Source: an optimization exercise on an open RTL-to-GDS flow (aim: small area, a short achievable clock period and few clock cycles per item). Production flows keep margins and buffers that such runs may drop.
Only simulation tests tie the RTL to the original design; equivalence was not proved.

==> flow/design.v <==
module WallaceTreeMultiplier 
(
    input                   clk, 
    input                   rst, 
    input logic [31:0]      a,
    input logic [31:0]      b,
    input logic             start, 
    input logic [1:0]       mul_type,
    output logic             done, 
    output logic [63:0]     p 
);
    enum logic [1:0]{
        idle, 
        compression,
        final_addition,
        done_stage
    } curr_state, next_state; 
    logic [31:0][63:0] partial_array;
    logic [31:0][63:0] partial_array2;
    logic [63:0][5:0] compressed_sums;
    logic [63:0][5:0] compressed_sums2;
    logic [63:0][5:0] compressed_sums3;
    logic [63:0][5:0] compressed_sums4;
    logic [63:0][5:0] compressed_sums5;
    logic [63:0][5:0] compressed_sums_temp;
    logic [5:0] counter;
    logic ready; 
    logic ready_temp; 
    logic  is_neg; 
    logic [31:0] a_reg;
    logic [31:0] b_reg;
    always_comb begin
        a_reg = a; 
        b_reg = b; 
        is_neg = '0;
        case (mul_type)
            2'b11:begin
               is_neg = 1'b0;  
            end 
            2'b01: begin
                if(a[31] == 1'b1 && b[31] == 1'b1)begin
                    is_neg = 1'b0; 
                    a_reg = ~a + 1'b1; 
                    b_reg = ~b + 1'b1; 
                end else if((a[31] != 1'b1 && b[31] == 1'b1))begin
                    is_neg = 1'b1; 
                    b_reg = ~b + 1'b1;  
                end else if((a[31] == 1'b1 && b[31] != 1'b1))begin
                    is_neg = 1'b1; 
                    a_reg = ~a + 1'b1; 
                end else begin
                    is_neg = 1'b0; 
                end
            end
            2'b10: begin
                if(a[31] == 1'b1 )begin
                    is_neg = 1'b1; 
                    a_reg = ~a + 1'b1; 
                end else begin
                    is_neg = 1'b0; 
                end
            end
            default : ; 
        endcase
    end
    always_comb begin
            compressed_sums = '0;
            compressed_sums_temp = '0;
            compressed_sums3 = '0;
            next_state = idle;
            counter = '0; 
            partial_array = '0;
            done = '0; 
            p = '0; 
            compressed_sums5 = '0;
            case (curr_state) 
                idle: begin
                    done = '0; 
                    if(start && (b != '0 && a != '0) )begin
                        next_state = compression; 
                         for (int i = 0; i < 32; i++) begin
                                partial_array[i] = '0; 
                            if(b_reg[i] == 1'b1)begin
                            partial_array[i] = {{32{1'd0}} , a_reg} << i; 
                            end 
                        end
                    end else if(start && (b == '0 || a == '0))begin 
                        next_state = done_stage;
                    end else begin
                        next_state = idle; 
                    end
                end    
                compression: begin
                     for(int i = 0; i < 64; i++)begin
                compressed_sums[i] = {{5{1'b0}},partial_array2[0][i]} + {{5{1'b0}},partial_array2[1][i]} +  {{5{1'b0}},partial_array2[2][i]} +  {{5{1'b0}},partial_array2[3][i]} + {{5{1'b0}},partial_array2[4][i]} + {{5{1'b0}},partial_array2[5][i]} +  {{5{1'b0}},partial_array2[6][i]} + {{5{1'b0}},partial_array2[7][i]} + 
                                        {{5{1'b0}},partial_array2[8][i]} + {{5{1'b0}},partial_array2[9][i]} + {{5{1'b0}},partial_array2[10][i]} + {{5{1'b0}},partial_array2[11][i]} + {{5{1'b0}},partial_array2[12][i]} + {{5{1'b0}},partial_array2[13][i]} + {{5{1'b0}},partial_array2[14][i]} + {{5{1'b0}},partial_array2[15][i]} + 
                                            {{5{1'b0}},partial_array2[16][i]}+ {{5{1'b0}},partial_array2[17][i]} +  {{5{1'b0}},partial_array2[18][i]} +  {{5{1'b0}},partial_array2[19][i]} + {{5{1'b0}},partial_array2[20][i]}+ {{5{1'b0}},partial_array2[21][i]} +  {{5{1'b0}},partial_array2[22][i]} +  {{5{1'b0}},partial_array2[23][i]}+ 
                                                {{5{1'b0}},partial_array2[24][i]}+ {{5{1'b0}},partial_array2[25][i]} +  {{5{1'b0}},partial_array2[26][i]} +  {{5{1'b0}},partial_array2[27][i]} + {{5{1'b0}},partial_array2[28][i]}+ {{5{1'b0}},partial_array2[29][i]} +  {{5{1'b0}},partial_array2[30][i]} +  {{5{1'b0}},partial_array2[31][i]};                        
                    end
                     next_state = final_addition;
                end
                final_addition:begin
                    compressed_sums3 = compressed_sums2;
                    compressed_sums_temp = compressed_sums2;
                    for(int i = 0; i < 20; i++)begin
                            for(int i = 0; i < 64; i++)begin
                                if(i == 0)begin
                                     compressed_sums3[i] = compressed_sums_temp[0];
                                end
                                else if (i ==1) begin
                                     compressed_sums3[i] = {{5{1'b0}}, compressed_sums_temp[i][0]};
                                end
                                else if(i == 2)begin
                                    compressed_sums3[i] = {{5{1'b0}}, compressed_sums_temp[i][0]} + {{5{1'b0}}, compressed_sums_temp[i-1][1]} + {{5{1'b0}}, compressed_sums_temp[i-2][2]};
                                end 
                                else if(i == 3)begin
                                    compressed_sums3[i] = {{5{1'b0}}, compressed_sums_temp[i][0]} + {{5{1'b0}}, compressed_sums_temp[i-1][1]} + {{5{1'b0}}, compressed_sums_temp[i-2][2]} + {{5{1'b0}}, compressed_sums_temp[i-3][3]};
                                end 
                                else if (i == 4) begin
                                    compressed_sums3[i] = {{5{1'b0}}, compressed_sums_temp[i][0]} + {{5{1'b0}}, compressed_sums_temp[i-1][1]} + {{5{1'b0}}, compressed_sums_temp[i-2][2]} +  {{5{1'b0}}, compressed_sums_temp[i-3][3]} + {{5{1'b0}}, compressed_sums_temp[i-4][4]};
                                end 
                                else begin
                                    compressed_sums3[i] = {{5{1'b0}}, compressed_sums_temp[i][0]} + {{5{1'b0}}, compressed_sums_temp[i-1][1]} + {{5{1'b0}}, compressed_sums_temp[i-2][2]} +  {{5{1'b0}}, compressed_sums_temp[i-3][3]} + {{5{1'b0}},compressed_sums_temp[i-4][4]} + {{5{1'b0}},compressed_sums_temp[i-5][5]};
                                end 
                        end
                        compressed_sums_temp = compressed_sums3; 
                    end
                        compressed_sums3[1] = {{5{1'b0}},compressed_sums3[1][0]};
                     next_state =  done_stage; 
                end
                done_stage: begin
                    done = 1'b1;
                    compressed_sums5 = compressed_sums4;
                    compressed_sums_temp = compressed_sums4;
                    for(int i = 0; i < 13; i++)begin
                            for(int i = 2; i < 64; i++)begin
                                if(i == 0)begin
                                     compressed_sums5[i] = compressed_sums_temp[0];
                                end
                                else if (i ==1) begin
                                     compressed_sums5[i] = {{5{1'b0}}, compressed_sums_temp[i][0]};
                                end
                                else if(i == 2)begin
                                    compressed_sums5[i] = {{5{1'b0}}, compressed_sums_temp[i][0]} + {{5{1'b0}}, compressed_sums_temp[i-1][1]} + {{5{1'b0}}, compressed_sums_temp[i-2][2]};
                                end 
                                else if(i == 3)begin
                                    compressed_sums5[i] = {{5{1'b0}}, compressed_sums_temp[i][0]} + {{5{1'b0}}, compressed_sums_temp[i-1][1]} + {{5{1'b0}}, compressed_sums_temp[i-2][2]} + {{5{1'b0}}, compressed_sums_temp[i-3][3]};
                                end 
                                else if (i == 4) begin
                                    compressed_sums5[i] = {{5{1'b0}}, compressed_sums_temp[i][0]} + {{5{1'b0}}, compressed_sums_temp[i-1][1]} + {{5{1'b0}}, compressed_sums_temp[i-2][2]} +  {{5{1'b0}}, compressed_sums_temp[i-3][3]} + {{5{1'b0}}, compressed_sums_temp[i-4][4]};
                                end 
                                else begin
                                    compressed_sums5[i] = {{5{1'b0}}, compressed_sums_temp[i][0]} + {{5{1'b0}}, compressed_sums_temp[i-1][1]} + {{5{1'b0}}, compressed_sums_temp[i-2][2]} +  {{5{1'b0}}, compressed_sums_temp[i-3][3]} + {{5{1'b0}},compressed_sums_temp[i-4][4]} + {{5{1'b0}},compressed_sums_temp[i-5][5]};
                                end 
                        end
                        compressed_sums_temp = compressed_sums5; 
                    end
                    if(is_neg)begin
                        for(int i = 0; i < 64; i++)begin
                            p[i] = ~compressed_sums5[i][0];             
                        end
                        p = p + { {63{1'b0}}, 1'b1};
                    end else begin
                        for(int i = 0; i < 64; i++)begin
                            p[i] = compressed_sums5[i][0];             
                        end
                    end
                    next_state = (start == 1'b1) ? done_stage :idle; 
                end 
                default: ; 
            endcase
        end
    always_ff @(posedge clk) begin 
        if(rst) begin
            curr_state <= idle;
            compressed_sums2 <= '0;
            partial_array2 <= '0;
        end else begin 
            curr_state <= next_state; 
                 partial_array2 <= partial_array;
                compressed_sums2 <= compressed_sums;
                if(!done) begin
                    compressed_sums4 <= compressed_sums3;
                end else  begin
                    compressed_sums4 <= compressed_sums4;
                end
        end
    end
endmodule
==> flow/run.sh <==
#!/bin/bash
# synth_recipe.tcl (not shown) runs the flow's synth.tcl, then flattens the netlist and writes it again
# the make line also repeats each setting of config.mk as NAME=value (left out here)
make -C /OpenROAD-flow-scripts/flow DESIGN_CONFIG=/design/flow/config.mk WORK_HOME=/design/flow/orfs CLKGATE_MAP_FILE= SYNTH_SCRIPT=/design/flow/synth_recipe.tcl finish
==> flow/config.mk <==
export PLATFORM = sky130hd
export DESIGN_NAME = WallaceTreeMultiplier
export DESIGN_NICKNAME = WallaceTreeMultiplier
export VERILOG_FILES = /design/flow/design.v
export SDC_FILE = /design/flow/constraint.sdc
export NUM_CORES = 4
export LEC_CHECK = 0
export CAP_MARGIN = 20
export CORE_MARGIN = 2
export CORE_UTILIZATION = 40
export SLEW_MARGIN = 20
==> flow/constraint.sdc <==
create_clock -name core_clock -period 11.0 [get_ports {clk}]
set_input_delay 2.2000 -clock core_clock [delete_from_list [all_inputs] [get_ports {clk}]]
set_output_delay 2.2000 -clock core_clock [all_outputs]
set_load 0.01 [all_outputs]
==> impl_metrics.toml <==
[synth]
synth-xor-area-share_pct = 4.07
synthAdderAreaFrac_pct = 42.2
netlist_instances = 8350
synth_compound_area_share_pct = 2.92
synth_enable_flop_cells = 106
post_synth_instance_area_sq_um = 87900
syn_avg_cell_area_sq_um = 10.5
yosys_register_bits = 1408
ys.flop_type = "dfxtp_1"
syn_nets = 10900
synth_top_family_by_area = "adder cells"
synth_cell_type_count = 85
synth-simple-area-share_pct = 10.1
synth-async-reset-ratio_pct = 0
synthMuxAreaShare_pct = 0.209
yosysSeqAreaShare_pct = 33.3
yosys_warnings = 1

[detailed_routing]
drtIter0Drc = 3388
ant_nets = 0
wl_per_cell_microns = 19.6
wirelength_microns = 224000
viasPerCell = 4.89
drc = 0
drtPass1Iterations = 5
vias = 55800

[min_path]
holdPathEnd = "compressed_sums2[372]"
hp-start = "partial_array2[2046]"
hold_class = "flip-flop to flip-flop"
holdPathStages = 1

[cts]
cts_setup_buffers = 0
cts_max_level = 4
clock_sinks = 1408
cts_tree = "yes"
cts_buffers = 146
insertion_delay_ps = 820
clk_pin_slew_worst_paths_ps = 60
cts_buffer_depth = 3
ctsResizeCount = 0
hold_buffers = 0
cts-root-buf = "clkbuf_16"

[setup_path]
worst-path-max-fanout = 5
r2r_slack_ps = 2500
cp-end-kind = "output pin"
critPathBufInv = 1
crit_arrival_ps = 7580
rr_worst_depth = 30
slowest_stage = "clkdlybuf4s50_1"
worstSetupPathType = "flip-flop to output pin"
crit_family = "adder cells"
critPathLaunchType = "flip-flop"
worstPathRequired_ps = 8800
cpMostUsedCell = "ha_1"
r2r_start = "compressed_sums2[203]"
timing.rr.end = "compressed_sums4[264]"
critPathMaxStageDelay_ps = 530
path_cells = "ha_1 > ha_1 > ha_1 > ha_1 > ha_1 > ha_1 > ha_1 > ha_1 > ha_1 > ha_1 > ha_1 > ha_1 > xnor2_1 > nand3_1 > or2_2 > nor2_1 > nand2_1 > nor2_1 > nand3_1 > nor3_1 > a21oi_1 > xnor2_1 > and2_1 > clkdlybuf4s50_1"

[sta]
whs_ps = 426
worst_pin_slew_ps = 1090
setup-tns-final_ps = 0
slew_viol_final = 0
setup_slack_ps = 1220
fmax_ghz = 0.102
slew_headroom_pct = 27.5
finalSetupViolations = 0
finClkSkew_ps = 40.7
hold_viol = 0
finalCritPeriodShare_pct = 88.9
rsz0062_at_grt = "no"
min_period_ps = 9780

[global_route]
grt_pass1_vias = 57600
antenna_found_initial = 13
grtUsageTotal_pct = 20.2
grt_max_degree = 107
grt_overflow_total = 0
grt_pass1_wl_microns = 343000

[pwr]
peakVddDrop_v = 0.000158
p_per_area_nw_per_um2 = 133
leakage_uw = 0.0499
p_total_uw = 13000

[cells_and_area]
drive_gt1_share_pct = 4.72
area_growth_pct = 11.1
most-common-layout-cells = "ha_1, inv_1, dfxtp_1, nor2_1, fa_1"
final_common_cell = "ha_1"
final_area_sq_um = 97700
fin_nets = 11000

[place]
post-place-ws_ps = 2080
place.gp.congestion = 0.849
numPortBuffers = 133
dpl.hpwl_microns = 146000
placed_cell_area_sq_um = 92700

[die]
die_w_microns = 473
io_pins = 134
core_area_sq_um = 219000
initial_utilization_pct = 40.1
row_count = 172
chipHeight_microns = 473
dieArea_sq_um = 224000

[flow_run]
cap_violations = 0

[status]
status = "complete, no violations"
==> per-stage QoR <==
stage | std cells | utilization, %
final | 11400 | 44.6
after global routing | 11400 | 44.6
after CTS | 11400 | 44.6
after detailed placement | 11200 | 42.3
after global placement | 11200 | 42.3
after floorplan | 8350 | -
==> routing by layer <==
layer	GRT usage, %	up-vias	wire length (microns)	part of all wire (%)
li1	-	26200	-	-
met1	28.4	27600	103000	46
met2	32.3	1553	99800	45
met3	3.20	368	15300	6.8
met4	5.17	4	5570	2.5
met5	0	-	97	0.043
==> cell families (layout without fill, tap and decap cells) <==
group	after synthesis	after routing
AOI/OAI and AO/OA	408	408
other	0	3
and+or+nand+nor	1977	1977
DFF	1408	1408
xor gates and xnor gates	390	390
adders and majority gates	2463	2463
buffers and inverters	1687	1877
muxes	17	17
==> area by class of cell <==
| type | instances | area (sq um) |
|---|---|---|
| antenna | 3 | 7.51 |
| clock buffer | 209 | 4220 |
| clock inverter | 50 | 699 |
| fill | 20400 | 121000 |
| inverter | 1408 | 5290 |
| multi-input combinational | 5255 | 52700 |
| sequential | 1408 | 29200 |
| tap | 2871 | 3590 |
| timing repair buffer | 210 | 1910 |
==> report_power, final <==
group | switching [uW] | internal, uW | total (uW)
clock network | 2200 | 2870 | 5070
registers | 66.0 | 5320 | 5390
logic | 1640 | 916 | 2560
==> flip-flops by register name, indices dropped and copies added (netlist names) <==
name and flops:
curr_state 2, compressed_sums2 276, partial_array2 1024, compressed_sums4 106
==> cells in the mapped netlist, drive strengths merged, types with 31 or more instances <==
| master | number | share of area (%) |
|---|---|---|
| a21o | 64 | 0.55 |
| a21oi | 163 | 0.93 |
| and2 | 280 | 2.0 |
| buf | 71 | 0.32 |
| clkbuf | 208 | 0.89 |
| dfxtp | 1302 | 30 |
| edfxtp | 106 | 3.6 |
| fa | 839 | 19 |
| ha | 1620 | 23 |
| inv | 1408 | 6.0 |
| nand2 | 137 | 0.59 |
| nor2 | 1257 | 5.4 |
| nor2b | 56 | 0.41 |
| nor3 | 83 | 0.47 |
| o21ai | 77 | 0.44 |
| or3 | 31 | 0.23 |
| xnor2 | 215 | 2.2 |
| xor2 | 169 | 1.7 |
==> how the worst max path moves through the flow <==
stage / cells after the start / from / to
after floorplan: 7 / rst / partial_array2[1000]
after global placement: 23 / compressed_sums4[205] / p[63]
after detailed placement: 23 / compressed_sums4[205] / p[61]
after CTS: 24 / compressed_sums4[277] / p[61]
after global routing: 24 / compressed_sums4[277] / p[61]
final: 24 / compressed_sums4[277] / p[61]
Testbench counts, summed over its fixed seeds: cycles 9,510, items 2,000.

==> re-timing with driven ports <==
The flow's constraints put no driver on any port. The routed layout listed below was extracted and timed again, unchanged, in two steps.
Step 1 (the two cells are an assumption about what drives the block):
set clk [get_ports {clk}]
set_driving_cell -lib_cell sky130_fd_sc_hd__clkbuf_16 $clk
set_driving_cell -lib_cell sky130_fd_sc_hd__buf_2 [delete_from_list [all_inputs] $clk]
Step 2 also shifts input and output timing later by t, the mid clock arrival at the registers, as if the neighbouring blocks saw the same clock.
a / b / c = ideal ports / drivers / drivers and shift; a / b = the first two.
shift t [ns]: 0.891
slack for setup (ns): 1.217 / 1.128 / 2.018
clock arrival spread, ns: 0.042 / 0.041
cell pins on the clock port's net: 1
After both steps this run still meets setup and hold. The setup slack of this run moves by -0.089 ns with the drivers and by +0.801 ns with both steps.
